This design comes from an exercise in tuning for small area and a short achievable clock period on the open sky130 flow, not from production work.
At most, simulation tests tie the RTL to the original design; equivalence was not proved.

==> trial 24: inputs <==
// lms_filter
module lms_filter (
    input clk,
    input reset,
    input en,                  
    input [15:0] x_in,         
    input [15:0] d_in,         
    input [15:0] mu,           
    output [15:0] y_out,       
    output [15:0] e_out        
);
==> flow/config.mk <==
export PLATFORM = sky130hd
export DESIGN_NAME = lms_filter
export DESIGN_NICKNAME = lms_filter
export VERILOG_FILES = /design/flow/design.v
export SDC_FILE = /design/flow/constraint.sdc
export NUM_CORES = 4
export LEC_CHECK = 0
export ABC_AREA = 1
export CAP_MARGIN = 20
export CORE_MARGIN = 2
export CORE_UTILIZATION = 45
export SLEW_MARGIN = 20
export SYNTH_HIERARCHICAL = 1
==> flow/constraint.sdc <==
create_clock -name core_clock -period 26.0 [get_ports {clk}]
set_input_delay 5.2000 -clock core_clock [delete_from_list [all_inputs] [get_ports {clk}]]
set_output_delay 5.2000 -clock core_clock [all_outputs]
set_load 0.01 [all_outputs]
standard.sh (not shown) runs the stock make flow with config.mk's settings and CLKGATE_MAP_FILE= SYNTH_SCRIPT=/design/flow/synth_recipe.tcl, a recipe that flattens the netlist after the stock synthesis.
==> flow/flow/run.sh <==
#!/bin/bash
set -euo pipefail
read -r CTS_MARGIN GRT_MARGIN < flow/setup_margin
bash standard.sh SETUP_SLACK_MARGIN="$CTS_MARGIN" cts > flow_make_cts.log 2>&1
bash standard.sh SETUP_SLACK_MARGIN="$GRT_MARGIN" finish > flow_make_finish.log 2>&1
==> flow/flow/setup_margin <==
10.5 0
==> trial 42 (differences from trial 24) <==
==> flow/flow/run.sh (replaced) <==
#!/bin/bash
set -euo pipefail
MARGIN=$(tr -d ' \n' < flow/setup_margin)
bash standard.sh SETUP_SLACK_MARGIN="$MARGIN" finish > flow_make.log 2>&1
==> flow/flow/setup_margin (replaced) <==
10
--- a/flow/config.mk
+++ b/flow/config.mk
@@ -11,2 +11,3 @@
 export CORE_UTILIZATION = 45
+export GPL_ROUTABILITY_DRIVEN = 0
 export SLEW_MARGIN = 20
==> flow_results.org <==
** Layout
- The repair_antennas step left the layout with diodes totalling 2.
- Buffers, non-clock :: 457
- After routing the design area is 0.06608 mm2.
- Buffers outside the clock tree occupy 6.625% of the routed design's cell area.
- Non-clock inverter count in the final layout :: 679

** Run status
- The flow ran to the end and the layout has no timing, DRC or antenna violations.

** Worst setup path
- Along the worst path, the maximum fanout reaches 32.
- The critical path contains buffers and inverters numbering 7 combined.
- The slowest stage of the critical path belongs to the cell sky130_fd_sc_hd__dfrtp_2.
- Measured in cells, the most critical reg-to-reg path has a length of about 60.

** Drt
- Signal routing reaches up to met5.

** STA
- The worst path uses around three fifths of the clock period.

** Global routing
- The number of global-route vias before repair was 52.68k.
The numbers above come from trial 42.

==> flow_results.org <==
** Run status
- The run finished with no timing, DRC or antenna violations.

** Drt
- Uppermost layer routed :: met4

** Worst setup path
- Along the worst path, the maximum fanout reaches 48.
- CP Buf/Inv Count :: 8

** Global routing
- Number of global-route vias before repair :: 52.79k

** STA
- Final worst-path cycle share :: between 60 and 70%

** Layout
- Buffers, non-clock :: 370
The numbers above come from trial 24.


* * *

==> inputs of harbor <==
lms_filter, a different RTL version from the one above (not shown whole).
export LEC_CHECK = 0
export ABC_AREA = 1
export CAP_MARGIN = 20
export CORE_MARGIN = 2
export CORE_UTILIZATION = 45
export SLEW_MARGIN = 20
export SYNTH_HIERARCHICAL = 1
create_clock -name core_clock -period 26.0 [get_ports {clk}]
==> flow/flow/run.sh <==
#!/bin/bash
set -euo pipefail
MARGIN=$(tr -d ' \n' < flow/setup_margin)
bash standard.sh SETUP_SLACK_MARGIN="$MARGIN" finish > flow_make.log 2>&1
==> flow/flow/setup_margin <==
10
==> lagoon: changes against harbor <==
--- a/flow/design.v
+++ b/flow/design.v
@@ -4212,15 +4212,15 @@
     wire n4675 = n4614 & n4615;
     wire n4676 = n4614 ^ n4615;
     wire [15:0] upd3_s;
     lms_add_upd3 u_upd3 (.g({n4675, n4673, n4671, n4669, n4667, n4665, n4663, n4661, n4659, n4657, n4655, n4653, n4651, n4649, n4647, n4645, n4643, n4641, n4639, n4637, n4635, n4633, n4631, n4629, n4627, n4625, n4623, n4621, n4619, 1'b0, n4617}), .p({n4676, n4674, n4672, n4670, n4668, n4666, n4664, n4662, n4660, n4658, n4656, n4654, n4652, n4650, n4648, n4646, n4644, n4642, n4640, n4638, n4636, n4634, n4632, n4630, n4628, n4626, n4624, n4622, n4620, n4234, n4618}), .s(upd3_s));
     wire [30:0] upd3 = {upd3_s, 15'b0};
     wire sat = acc[31] ^ acc[30];
     assign y_out = sat ? {acc[31], {15{~acc[31]}}} : acc[30:15];
-    lms_err u_err (.acc_hi(acc[31:30]), .dq(dq), .dq1(dq1), .ens(ens[30:15]), .e(e));
+    assign e = sat ? (acc[31] ? (dq ^ 16'h8000) : (dq1 ^ 16'h8000)) : ens[30:15];
     assign e_out = e;
     assign step = mue[31:16];
     always @(posedge clk or posedge reset) begin
         if (reset) begin
             xd0 <= 24'd0; xd1 <= 24'd0; xd2 <= 24'd0; xd3 <= 24'd0;
             w0 <= 16'd0; w1 <= 16'd0; w2 <= 16'd0; w3 <= 16'd0;
             dq <= 16'd0;
@@ -4230,22 +4230,14 @@
                 dq <= d_in;
             end
             w0 <= upd0[30:15]; w1 <= upd1[30:15];
             w2 <= upd2[30:15]; w3 <= upd3[30:15];
         end
     end
 endmodule
-module lms_err (
-    input [1:0] acc_hi,
-    input [15:0] dq, dq1, ens,
-    output [15:0] e
-);
-    wire sat = acc_hi[1] ^ acc_hi[0];
-    assign e = sat ? (acc_hi[1] ? (dq ^ 16'h8000) : (dq1 ^ 16'h8000)) : ens;
-endmodule
 module lms_fa (
     input a, b, c,
     output s, co
 );
     assign s = a ^ b ^ c;
     assign co = (a & b) | (a & c) | (b & c);
 endmodule
==> flow/config.mk (replaced) <==
export PLATFORM = sky130hd
export DESIGN_NAME = lms_filter
export DESIGN_NICKNAME = lms_filter
export VERILOG_FILES = /design/flow/design.v
export SDC_FILE = /design/flow/constraint.sdc
export NUM_CORES = 4
export LEC_CHECK = 0
export ABC_AREA = 1
export CAP_MARGIN = 20
export CORE_MARGIN = 2
export CORE_UTILIZATION = 52
export SLEW_MARGIN = 20
export SYNTH_HIERARCHICAL = 1
==> notes <==
Against harbor, the synthesized area of lagoon is smaller by about 0.6%.
Fmax is about the same in harbor and lagoon.
In flip-flop and latch count, harbor and lagoon do not differ.
Between lagoon and harbor, the lower global-route usage is in harbor (gap 5.4 points).
Design area: harbor is higher than lagoon (about 0.2%).
In harbor the first-iteration DRC count is higher than in lagoon, by 2.4%.
Between harbor and lagoon, the lower setup slack is in harbor (gap 0.0073 ns).
In lagoon the clock skew is lower than in harbor, by 0.018 ns.
In harbor the synthesized cell count is higher than in lagoon, by about 1.7%.
==> figures <==
	lagoon	harbor
Result of the run	timing/DRC/antenna clean	timing/DRC/antenna clean
Normalized max-slew margin	0.272	0.351
Start point of the critical path	xd2[13]	xd1[14]
Pin count of the biggest net entering global routing	84	78
GR Layer Usage met1	0.541	0.477
Critical Path End	w0[15]	w2[15]
Vias in the first global route	53,216	53,504
Fraction of final layout cells with drive strength greater than 1	0.145	0.131
Floorplan die area	118,000 um^2	137,000 um^2
Final Critical Period	15.52 ns	15.53 ns
Final-layout clock-cell area share	0.00900	0.00869
Master of the slowest instance on the critical path	sky130_fd_sc_hd__fa_1	sky130_fd_sc_hd__dfrtp_2
Starting Density	0.525	0.453
Detailed-route wire length per cell	29.0 um	27.6 um
Fraction of the cycle the final worst path needs	0.597	0.597
Setup slack of the critical path after layout	10.48 ns	10.47 ns
Routed wire length	247,000 um	245,000 um
Number of instances in the placed design	8,207	8,583
Post-place setup slack	7.55 ns	8.28 ns
Setup slack of the most critical reg-to-reg path	10.48 ns	10.47 ns
For harbor, only the layout was checked, not whether the RTL still works.

-- afterwards: timing with drivers on the ports --
In the flow no input, the clock included, has a driving cell. The finished layouts below were timed again as built, in two steps. Step 1 assumes that a clkbuf_16 drives the clock port and a buf_2 every other input. Step 2 times the ports against the registers' clock, not the clock port: input delays grow and output delays shrink by t, the midpoint of the rising clock arrivals with the driver on. Three values: ideal ports, drivers, drivers and shift; two values: the first two.
run	shift t [ns]	slack for setup (ns)	worst hold slack (ns)	slew at the worst register clock pin (ns)
trial 24	0.641	10.003 / 10.003 / 9.916	0.585 / 0.585 / 0.585	0.10 / 0.10
trial 42	0.639	10.458 / 10.458 / 10.359	0.499 / 0.499 / 0.499	0.11 / 0.11
harbor	0.647	10.473 / 10.473 / 10.009	0.522 / 0.522 / 0.522	0.10 / 0.10
lagoon	0.645	10.480 / 10.480 / 9.966	0.548 / 0.548 / 0.548	0.09 / 0.09
After both steps every run listed still meets setup and hold. The setup slack of lagoon, which loses most, moves by 0.000 ns with the drivers and by -0.514 ns with both steps.
